Source: an optimization exercise on an open RTL-to-GDS flow (aim: small area, a short achievable clock period and few clock cycles). Production flows keep margins and buffers that such runs may drop.
Where RTL was checked, it was by simulation tests only, not by an equivalence proof against the original.

==> build 15 <==
Design maxfinder, start of the top module:
module maxfinder(clk, rst, start, x1, x2, x3, x4, eps, done, result);
export LEC_CHECK = 0
export CAP_MARGIN = 20
export CORE_MARGIN = 2
export CORE_UTILIZATION = 40
export SETUP_SLACK_MARGIN = 2.2
export SLEW_MARGIN = 20
export SYNTH_HIERARCHICAL = 1
export SYNTH_MINIMUM_KEEP_SIZE = 0
create_clock -name core_clock -period 9.0 [get_ports {clk}]
standard.sh (not shown) runs the stock make flow with config.mk's settings and CLKGATE_MAP_FILE= SYNTH_SCRIPT=/design/flow/synth_recipe.tcl, a recipe that flattens the netlist after the stock synthesis.
==> flow/flow/run.sh <==
#!/bin/bash
export BUFFER_PORTS_ARGS="-buffer_cell sky130_fd_sc_hd__buf_1"
bash standard.sh > standard.log 2>&1
==> build 21: changes against build 15 <==
--- a/flow/design.v
+++ b/flow/design.v
@@ -1,28 +1,23 @@
 module maxfinder(clk, rst, start, x1, x2, x3, x4, eps, done, result);
 input clk, start, rst;
 input [4:0] x1, x2, x3, x4, eps;
 output done;
 output [4:0] result;
 reg active;    
 reg ph2;       
-reg [3:0] r1, r2, r3, r4;    
-reg q1, q2, q3, q4;          
-wire [3:0] v1 = q1 ? 4'd0 : r1;
-wire [3:0] v2 = q2 ? 4'd0 : r2;
-wire [3:0] v3 = q3 ? 4'd0 : r3;
-wire [3:0] v4 = q4 ? 4'd0 : r4;
+reg lx;        
+reg [3:0] v1, v2, v3, v4;
 wire signed [4:0] a1, a2, a3, a4;
 wire nactive = !active;
 mf_sel sel1 (x1, {1'b0, v1}, nactive, active, a1);
 mf_sel sel2 (x2, {1'b0, v2}, nactive, active, a2);
 mf_sel sel3 (x3, {1'b0, v3}, nactive, active, a3);
 mf_sel sel4 (x4, {1'b0, v4}, nactive, active, a4);
 wire [3:0] n1, n2, n3, n4;
-wire m1, m2, m3, m4;
 wire t1s1;
 wire t1c2;
 mf_fa t1f0 (a2[0], a3[0], a4[0], t1s1, t1c2);
 wire t1s3;
 wire t1c4;
 mf_fa t1f1 (a2[1], a3[1], a4[1], t1s3, t1c4);
 wire t1s5;
@@ -178,16 +173,15 @@
 wire s1_s93;
 wire s1_c94;
 mf_fa s1_f94 (p1_38, s1_c76, s1_s77, s1_s93, s1_c94);
 wire s1_s95;
 wire s1_c96;
 mf_fa s1_f96 (e1[10], t1[6], s1_c78, s1_s95, s1_c96);
 wire [10:0] s1_ = {s1_c94, s1_c92, s1_c90, s1_c88, s1_c86, s1_c84, s1_c82, s1_c80, s1_s79, p1_18, p1_11} + {s1_s95, s1_s93, s1_s91, s1_s89, s1_s87, s1_s85, s1_s83, s1_s81, p1_13, p1_12, 1'b0};
-assign n1 = s1_[6:3];
-assign m1 = s1_[10];
+assign n1 = s1_[10] ? 4'd0 : s1_[6:3];
 wire t2s97;
 wire t2c98;
 mf_fa t2f0 (a1[0], a3[0], a4[0], t2s97, t2c98);
 wire t2s99;
 wire t2c100;
 mf_fa t2f1 (a1[1], a3[1], a4[1], t2s99, t2c100);
 wire t2s101;
@@ -343,16 +337,15 @@
 wire s2_s189;
 wire s2_c190;
 mf_fa s2_f190 (p2_134, s2_c172, s2_s173, s2_s189, s2_c190);
 wire s2_s191;
 wire s2_c192;
 mf_fa s2_f192 (e2[10], t2[6], s2_c174, s2_s191, s2_c192);
 wire [10:0] s2_ = {s2_c190, s2_c188, s2_c186, s2_c184, s2_c182, s2_c180, s2_c178, s2_c176, s2_s175, p2_114, p2_107} + {s2_s191, s2_s189, s2_s187, s2_s185, s2_s183, s2_s181, s2_s179, s2_s177, p2_109, p2_108, 1'b0};
-assign n2 = s2_[6:3];
-assign m2 = s2_[10];
+assign n2 = s2_[10] ? 4'd0 : s2_[6:3];
 wire t3s193;
 wire t3c194;
 mf_fa t3f0 (a1[0], a2[0], a4[0], t3s193, t3c194);
 wire t3s195;
 wire t3c196;
 mf_fa t3f1 (a1[1], a2[1], a4[1], t3s195, t3c196);
 wire t3s197;
@@ -508,16 +501,15 @@
 wire s3_s285;
 wire s3_c286;
 mf_fa s3_f286 (p3_230, s3_c268, s3_s269, s3_s285, s3_c286);
 wire s3_s287;
 wire s3_c288;
 mf_fa s3_f288 (e3[10], t3[6], s3_c270, s3_s287, s3_c288);
 wire [10:0] s3_ = {s3_c286, s3_c284, s3_c282, s3_c280, s3_c278, s3_c276, s3_c274, s3_c272, s3_s271, p3_210, p3_203} + {s3_s287, s3_s285, s3_s283, s3_s281, s3_s279, s3_s277, s3_s275, s3_s273, p3_205, p3_204, 1'b0};
-assign n3 = s3_[6:3];
-assign m3 = s3_[10];
+assign n3 = s3_[10] ? 4'd0 : s3_[6:3];
 wire t4s289;
 wire t4c290;
 mf_fa t4f0 (a1[0], a2[0], a3[0], t4s289, t4c290);
 wire t4s291;
 wire t4c292;
 mf_fa t4f1 (a1[1], a2[1], a3[1], t4s291, t4c292);
 wire t4s293;
@@ -673,16 +665,15 @@
 wire s4_s381;
 wire s4_c382;
 mf_fa s4_f382 (p4_326, s4_c364, s4_s365, s4_s381, s4_c382);
 wire s4_s383;
 wire s4_c384;
 mf_fa s4_f384 (e4[10], t4[6], s4_c366, s4_s383, s4_c384);
 wire [10:0] s4_ = {s4_c382, s4_c380, s4_c378, s4_c376, s4_c374, s4_c372, s4_c370, s4_c368, s4_s367, p4_306, p4_299} + {s4_s383, s4_s381, s4_s379, s4_s377, s4_s375, s4_s373, s4_s371, s4_s369, p4_301, p4_300, 1'b0};
-assign n4 = s4_[6:3];
-assign m4 = s4_[10];
+assign n4 = s4_[10] ? 4'd0 : s4_[6:3];
 function lt2(input f1, f2, f3, f4);
     lt2 = !((f1 & (f2 | f3 | f4)) | (f2 & (f3 | f4)) | (f3 & f4));
 endfunction
 wire z1 = |v1, z2 = |v2, z3 = |v3, z4 = |v4;
 wire g12 = v1 > v2, e12 = v1 == v2;
 wire g34 = v3 > v4, e34 = v3 == v4;
 wire [3:0] w12 = g12 ? v1 : v2;
@@ -693,20 +684,19 @@
 wire u3 = !gf & !ef & g34;
 wire u4 = !gf & !ef & !g34 & !e34;
 function eq2(input f1, f2, f3, f4);
     eq2 = (f1 + f2 + f3 + f4) == 3'd2;
 endfunction
 wire known = (eps[3] & eps[2] & eps[1]) | (eps[3] & eq2(z1, z2, z3, z4));
 wire k1 = u1, k2 = u2, k3 = u3, k4 = u4;
-wire lx = lt2(|x1, |x2, |x3, |x4);
 assign done = active & (ph2 | lx | known | lt2(z1, z2, z3, z4));
 assign result = ({5{k1}} & x1) | ({5{k2}} & x2) | ({5{k3}} & x3) | ({5{k4}} & x4);
 always @(posedge clk) begin
-    r1 <= n1; r2 <= n2; r3 <= n3; r4 <= n4;
-    q1 <= m1; q2 <= m2; q3 <= m3; q4 <= m4;
+    v1 <= n1; v2 <= n2; v3 <= n3; v4 <= n4;
+    lx <= !active & lt2(|a1, |a2, |a3, |a4);
     if (rst) begin
         active <= 1'b0;
         ph2 <= 1'b0;
     end else begin
         active <= active ? !done : start;
         ph2 <= active & !done;
     end
==> flow/flow/run.sh (replaced) <==
#!/bin/bash
export BUFFER_PORTS_ARGS="-buffer_cell sky130_fd_sc_hd__buf_2"
cp standard.sh standard_copy.sh.txt
bash standard.sh > standard.log 2>&1
SETUP_SLACK_MARGIN = 2.0   (was 2.2)
==> trial 75: changes against build 15 <==
--- a/flow/design.v
+++ b/flow/design.v
@@ -1,28 +1,22 @@
 module maxfinder(clk, rst, start, x1, x2, x3, x4, eps, done, result);
 input clk, start, rst;
 input [4:0] x1, x2, x3, x4, eps;
 output done;
 output [4:0] result;
 reg active;    
 reg ph2;       
-reg [3:0] r1, r2, r3, r4;    
-reg q1, q2, q3, q4;          
-wire [3:0] v1 = q1 ? 4'd0 : r1;
-wire [3:0] v2 = q2 ? 4'd0 : r2;
-wire [3:0] v3 = q3 ? 4'd0 : r3;
-wire [3:0] v4 = q4 ? 4'd0 : r4;
+reg [3:0] v1, v2, v3, v4;
 wire signed [4:0] a1, a2, a3, a4;
 wire nactive = !active;
 mf_sel sel1 (x1, {1'b0, v1}, nactive, active, a1);
 mf_sel sel2 (x2, {1'b0, v2}, nactive, active, a2);
 mf_sel sel3 (x3, {1'b0, v3}, nactive, active, a3);
 mf_sel sel4 (x4, {1'b0, v4}, nactive, active, a4);
 wire [3:0] n1, n2, n3, n4;
-wire m1, m2, m3, m4;
 wire t1s1;
 wire t1c2;
 mf_fa t1f0 (a2[0], a3[0], a4[0], t1s1, t1c2);
 wire t1s3;
 wire t1c4;
 mf_fa t1f1 (a2[1], a3[1], a4[1], t1s3, t1c4);
 wire t1s5;
@@ -178,16 +172,15 @@
 wire s1_s93;
 wire s1_c94;
 mf_fa s1_f94 (p1_38, s1_c76, s1_s77, s1_s93, s1_c94);
 wire s1_s95;
 wire s1_c96;
 mf_fa s1_f96 (e1[10], t1[6], s1_c78, s1_s95, s1_c96);
 wire [10:0] s1_ = {s1_c94, s1_c92, s1_c90, s1_c88, s1_c86, s1_c84, s1_c82, s1_c80, s1_s79, p1_18, p1_11} + {s1_s95, s1_s93, s1_s91, s1_s89, s1_s87, s1_s85, s1_s83, s1_s81, p1_13, p1_12, 1'b0};
-assign n1 = s1_[6:3];
-assign m1 = s1_[10];
+assign n1 = s1_[10] ? 4'd0 : s1_[6:3];
 wire t2s97;
 wire t2c98;
 mf_fa t2f0 (a1[0], a3[0], a4[0], t2s97, t2c98);
 wire t2s99;
 wire t2c100;
 mf_fa t2f1 (a1[1], a3[1], a4[1], t2s99, t2c100);
 wire t2s101;
@@ -343,16 +336,15 @@
 wire s2_s189;
 wire s2_c190;
 mf_fa s2_f190 (p2_134, s2_c172, s2_s173, s2_s189, s2_c190);
 wire s2_s191;
 wire s2_c192;
 mf_fa s2_f192 (e2[10], t2[6], s2_c174, s2_s191, s2_c192);
 wire [10:0] s2_ = {s2_c190, s2_c188, s2_c186, s2_c184, s2_c182, s2_c180, s2_c178, s2_c176, s2_s175, p2_114, p2_107} + {s2_s191, s2_s189, s2_s187, s2_s185, s2_s183, s2_s181, s2_s179, s2_s177, p2_109, p2_108, 1'b0};
-assign n2 = s2_[6:3];
-assign m2 = s2_[10];
+assign n2 = s2_[10] ? 4'd0 : s2_[6:3];
 wire t3s193;
 wire t3c194;
 mf_fa t3f0 (a1[0], a2[0], a4[0], t3s193, t3c194);
 wire t3s195;
 wire t3c196;
 mf_fa t3f1 (a1[1], a2[1], a4[1], t3s195, t3c196);
 wire t3s197;
@@ -508,16 +500,15 @@
 wire s3_s285;
 wire s3_c286;
 mf_fa s3_f286 (p3_230, s3_c268, s3_s269, s3_s285, s3_c286);
 wire s3_s287;
 wire s3_c288;
 mf_fa s3_f288 (e3[10], t3[6], s3_c270, s3_s287, s3_c288);
 wire [10:0] s3_ = {s3_c286, s3_c284, s3_c282, s3_c280, s3_c278, s3_c276, s3_c274, s3_c272, s3_s271, p3_210, p3_203} + {s3_s287, s3_s285, s3_s283, s3_s281, s3_s279, s3_s277, s3_s275, s3_s273, p3_205, p3_204, 1'b0};
-assign n3 = s3_[6:3];
-assign m3 = s3_[10];
+assign n3 = s3_[10] ? 4'd0 : s3_[6:3];
 wire t4s289;
 wire t4c290;
 mf_fa t4f0 (a1[0], a2[0], a3[0], t4s289, t4c290);
 wire t4s291;
 wire t4c292;
 mf_fa t4f1 (a1[1], a2[1], a3[1], t4s291, t4c292);
 wire t4s293;
@@ -673,16 +664,15 @@
 wire s4_s381;
 wire s4_c382;
 mf_fa s4_f382 (p4_326, s4_c364, s4_s365, s4_s381, s4_c382);
 wire s4_s383;
 wire s4_c384;
 mf_fa s4_f384 (e4[10], t4[6], s4_c366, s4_s383, s4_c384);
 wire [10:0] s4_ = {s4_c382, s4_c380, s4_c378, s4_c376, s4_c374, s4_c372, s4_c370, s4_c368, s4_s367, p4_306, p4_299} + {s4_s383, s4_s381, s4_s379, s4_s377, s4_s375, s4_s373, s4_s371, s4_s369, p4_301, p4_300, 1'b0};
-assign n4 = s4_[6:3];
-assign m4 = s4_[10];
+assign n4 = s4_[10] ? 4'd0 : s4_[6:3];
 function lt2(input f1, f2, f3, f4);
     lt2 = !((f1 & (f2 | f3 | f4)) | (f2 & (f3 | f4)) | (f3 & f4));
 endfunction
 wire z1 = |v1, z2 = |v2, z3 = |v3, z4 = |v4;
 wire g12 = v1 > v2, e12 = v1 == v2;
 wire g34 = v3 > v4, e34 = v3 == v4;
 wire [3:0] w12 = g12 ? v1 : v2;
@@ -697,16 +687,15 @@
 endfunction
 wire known = (eps[3] & eps[2] & eps[1]) | (eps[3] & eq2(z1, z2, z3, z4));
 wire k1 = u1, k2 = u2, k3 = u3, k4 = u4;
 wire lx = lt2(|x1, |x2, |x3, |x4);
 assign done = active & (ph2 | lx | known | lt2(z1, z2, z3, z4));
 assign result = ({5{k1}} & x1) | ({5{k2}} & x2) | ({5{k3}} & x3) | ({5{k4}} & x4);
 always @(posedge clk) begin
-    r1 <= n1; r2 <= n2; r3 <= n3; r4 <= n4;
-    q1 <= m1; q2 <= m2; q3 <= m3; q4 <= m4;
+    v1 <= n1; v2 <= n2; v3 <= n3; v4 <= n4;
     if (rst) begin
         active <= 1'b0;
         ph2 <= 1'b0;
     end else begin
         active <= active ? !done : start;
         ph2 <= active & !done;
     end
==> impl_metrics.py <==
metrics = {
    "placement": {
        "place_ws_ns": 1.92,
    },
    "final_layout": {
        "seq_cells": 19,
        "regArea_sq_um": 380,
    },
    "detailed_routing": {
        "dr_total_vias": 4932,
        "routed_wl_microns": 16700,
    },
    "run_status": {
        "outcome": "complete, no violations",
    },
    "sta": {
        "fin_crit_sh_pct": 75.3,
    },
}
[end of results for build 21]
==> impl_metrics.py <==
metrics = {
    "placement": {
        "place_ws_ns": 1.99,
    },
    "detailed_routing": {
        "routed_wl_microns": 15700,
        "dr_total_vias": 4961,
    },
    "final_layout": {
        "regArea_sq_um": 360,
    },
    "run_status": {
        "outcome": "complete, no violations",
    },
    "sta": {
        "fin_crit_sh_pct": 73.1,
    },
}
[end of results for trial 75]
==> impl_metrics.py <==
metrics = {
    "sta": {
        "fin_crit_sh_pct": 72.5,
    },
    "placement": {
        "place_ws_ns": 2.13,
    },
    "detailed_routing": {
        "dr_total_vias": 4954,
    },
    "final_layout": {
        "regArea_sq_um": 440,
    },
    "run_status": {
        "outcome": "complete, no violations",
    },
}
[end of results for build 15]
Testbench counts of build 21, summed over its fixed seeds: cycles 3,201.
Testbench counts of trial 75, summed over its fixed seeds: cycles 3,201.
No functional check of the RTL was part of build 15.

==> exp/onyx <==
maxfinder, a different RTL version from the one above (not shown whole).
Design maxfinder, start of the top module:
module maxfinder(clk, rst, start, x1, x2, x3, x4, eps, done, result);
Settings: LEC_CHECK=0, CAP_MARGIN=20, CELL_PAD_IN_SITES_DETAIL_PLACEMENT=0, CELL_PAD_IN_SITES_GLOBAL_PLACEMENT=0, CORE_MARGIN=2, CORE_UTILIZATION=40, PLACE_DENSITY=0.8, SETUP_SLACK_MARGIN=2.4, SLEW_MARGIN=20, SYNTH_HIERARCHICAL=1, SYNTH_MINIMUM_KEEP_SIZE=0; clock period 9.0 ns.
==> flow/flow/run.sh <==
#!/bin/bash
export BUFFER_PORTS_ARGS="-buffer_cell sky130_fd_sc_hd__buf_2"
cp standard.sh standard_copy.sh.txt
bash standard.sh > standard.log 2>&1
==> inputs of exp/cedar, as changes to exp/onyx <==
--- a/flow/design.v
+++ b/flow/design.v
@@ -5,16 +5,14 @@
 output [4:0] result;
 reg active;    
 reg ph2;       
 reg lx;        
 reg [3:0] v1, v2, v3, v4;
-wire signed [4:0] a1, a2, a3, a4;
-wire nactive = !active;
-mf_sel sel1 (x1, {1'b0, v1}, nactive, active, a1);
-mf_sel sel2 (x2, {1'b0, v2}, nactive, active, a2);
-mf_sel sel3 (x3, {1'b0, v3}, nactive, active, a3);
-mf_sel sel4 (x4, {1'b0, v4}, nactive, active, a4);
+wire signed [4:0] a1 = active ? {1'b0, v1} : x1;
+wire signed [4:0] a2 = active ? {1'b0, v2} : x2;
+wire signed [4:0] a3 = active ? {1'b0, v3} : x3;
+wire signed [4:0] a4 = active ? {1'b0, v4} : x4;
 wire [3:0] n1, n2, n3, n4;
 wire t1s1;
 wire t1c2;
 mf_fa t1f0 (a2[0], a3[0], a4[0], t1s1, t1c2);
 wire t1s3;
@@ -640,11 +638,11 @@
 wire u2 = gf & !g12 & !e12;
 wire u3 = !gf & !ef & g34;
 wire u4 = !gf & !ef & !g34 & !e34;
 wire uniq = u1 | u2 | u3 | u4;
 wire [5:0] sv = v1 + v2 + v3 + v4;
-wire known = (eps[3] & eps[2] & eps[1]) | (eps[3] & (!uniq | ({vmax, 1'b0} > sv)));
+wire known = eps[3] & (!uniq | ({vmax, 1'b0} > sv));
 wire k1 = lx ? z1 : u1;
 wire k2 = lx ? z2 : u2;
 wire k3 = lx ? z3 : u3;
 wire k4 = lx ? z4 : u4;
 assign done = active & (ph2 | lx | known | lt2(z1, z2, z3, z4));
@@ -663,12 +661,9 @@
 endmodule
 module mf_fa(input a, b, c, output s, co);
 assign s = a ^ b ^ c;
 assign co = (a & b) | (a & c) | (b & c);
 endmodule
-module mf_sel(input [4:0] x, y, input nsx, sy, output [4:0] a);
-assign a = (x & {5{nsx}}) | (y & {5{sy}});
-endmodule
 module mf_ha(input a, b, output s, co);
 assign s = a ^ b;
 assign co = a & b;
 endmodule
==> flow/config.mk (replaced) <==
export PLATFORM = sky130hd
export DESIGN_NAME = maxfinder
export DESIGN_NICKNAME = maxfinder
export VERILOG_FILES = /design/flow/design.v
export SDC_FILE = /design/flow/constraint.sdc
export NUM_CORES = 4
export LEC_CHECK = 0
export CAP_MARGIN = 20
export CORE_MARGIN = 2
export CORE_UTILIZATION = 40
export SLEW_MARGIN = 20
export SYNTH_HIERARCHICAL = 1
export SYNTH_MINIMUM_KEEP_SIZE = 0
==> inputs of exp/fjord, as changes to exp/onyx <==
==> flow/config.mk (replaced) <==
export PLATFORM = sky130hd
export DESIGN_NAME = maxfinder
export DESIGN_NICKNAME = maxfinder
export VERILOG_FILES = /design/flow/design.v
export SDC_FILE = /design/flow/constraint.sdc
export NUM_CORES = 4
export LEC_CHECK = 0
export CAP_MARGIN = 20
export CORE_MARGIN = 2
export CORE_UTILIZATION = 40
export SETUP_SLACK_MARGIN = 2.8
export SLEW_MARGIN = 20
export SYNTH_HIERARCHICAL = 1
export SYNTH_MINIMUM_KEEP_SIZE = 0
==> flow_summary.toml <==
[run_status]
outcome = "finished clean"

[grt]
grt.met3_usage = 0.0218
grt_pass1_wl_um = 30500

[placed_design]
dp_cells = 960
dpl.hpwl_um = 14100

[drt]
wl_per_cell_um = 18.6
vias = 5599

[final_layout]
multi_input_area_share = 0.836

[logic_synthesis]
synth_common_cells = "fa_1 (116), and2_1 (99), ha_1 (97)"
synthAdderAreaFrac = 0.518

[critical_path]
r2r_end = "v1[1]$_SDFF_PP0_"
reg2regPathDepth = 18
cp.required_ns = 9.16

[pwr]
The numbers above come from exp/fjord.

==> flow_summary.toml <==
[run_status]
outcome = "finished clean"

[final_layout]
multi_input_area_share = 0.848

[placed_design]
dpl.hpwl_um = 13300
dp_cells = 960

[critical_path]
cp.required_ns = 9.17
reg2regPathDepth = 18

[grt]
grt_pass1_wl_um = 28300
grt.met3_usage = 0.0199

[drt]
wl_per_cell_um = 17.8
The numbers above come from exp/onyx.

==> flow_summary.toml <==
[drt]
vias = 5115

[placed_design]
dpl.hpwl_um = 13700
dp_cells = 943

[final_layout]
multi_input_area_share = 0.849

[run_status]
outcome = "finished clean"

[logic_synthesis]
synthAdderAreaFrac = 0.519
The numbers above come from exp/cedar.

Testbench counts of exp/onyx, summed over its fixed seeds: cycles 3,201.
Testbench counts of exp/fjord, summed over its fixed seeds: cycles 3,201.
The RTL of exp/cedar was laid out without a check of its function.

## separate check: timing with driven ports
In the flow no input, the clock included, has a driving cell. The finished layouts below were timed again as built, in two steps.
Step 1 (the two cells are an assumption about what drives the block):
set clk [get_ports {clk}]
set_driving_cell -lib_cell sky130_fd_sc_hd__clkbuf_16 $clk
set_driving_cell -lib_cell sky130_fd_sc_hd__buf_2 [delete_from_list [all_inputs] $clk]
Step 2 times the ports against the registers' clock, not the clock port: input delays grow and output delays shrink by t, the midpoint of the rising clock arrivals with the driver on.
Slacks: ideal ports / drivers / drivers and shift; pairs: ideal ports / drivers.
run	t (ns)	setup WS [ns]	cell pins on the clock port's net
build 15	0.290	2.474 / 2.478 / 2.188	1
build 21	0.287	2.220 / 2.218 / 1.930	1
trial 75	0.284	2.425 / 2.431 / 2.146	1
exp/onyx	0.287	2.573 / 2.549 / 2.295	1
exp/cedar	0.295	1.953 / 1.966 / 1.671	1
exp/fjord	0.290	2.680 / 2.660 / 2.387	1
After both steps setup and hold are still met in every run listed. The setup slack of exp/fjord, which loses most, moves by -0.020 ns with the drivers and by -0.293 ns with both steps.
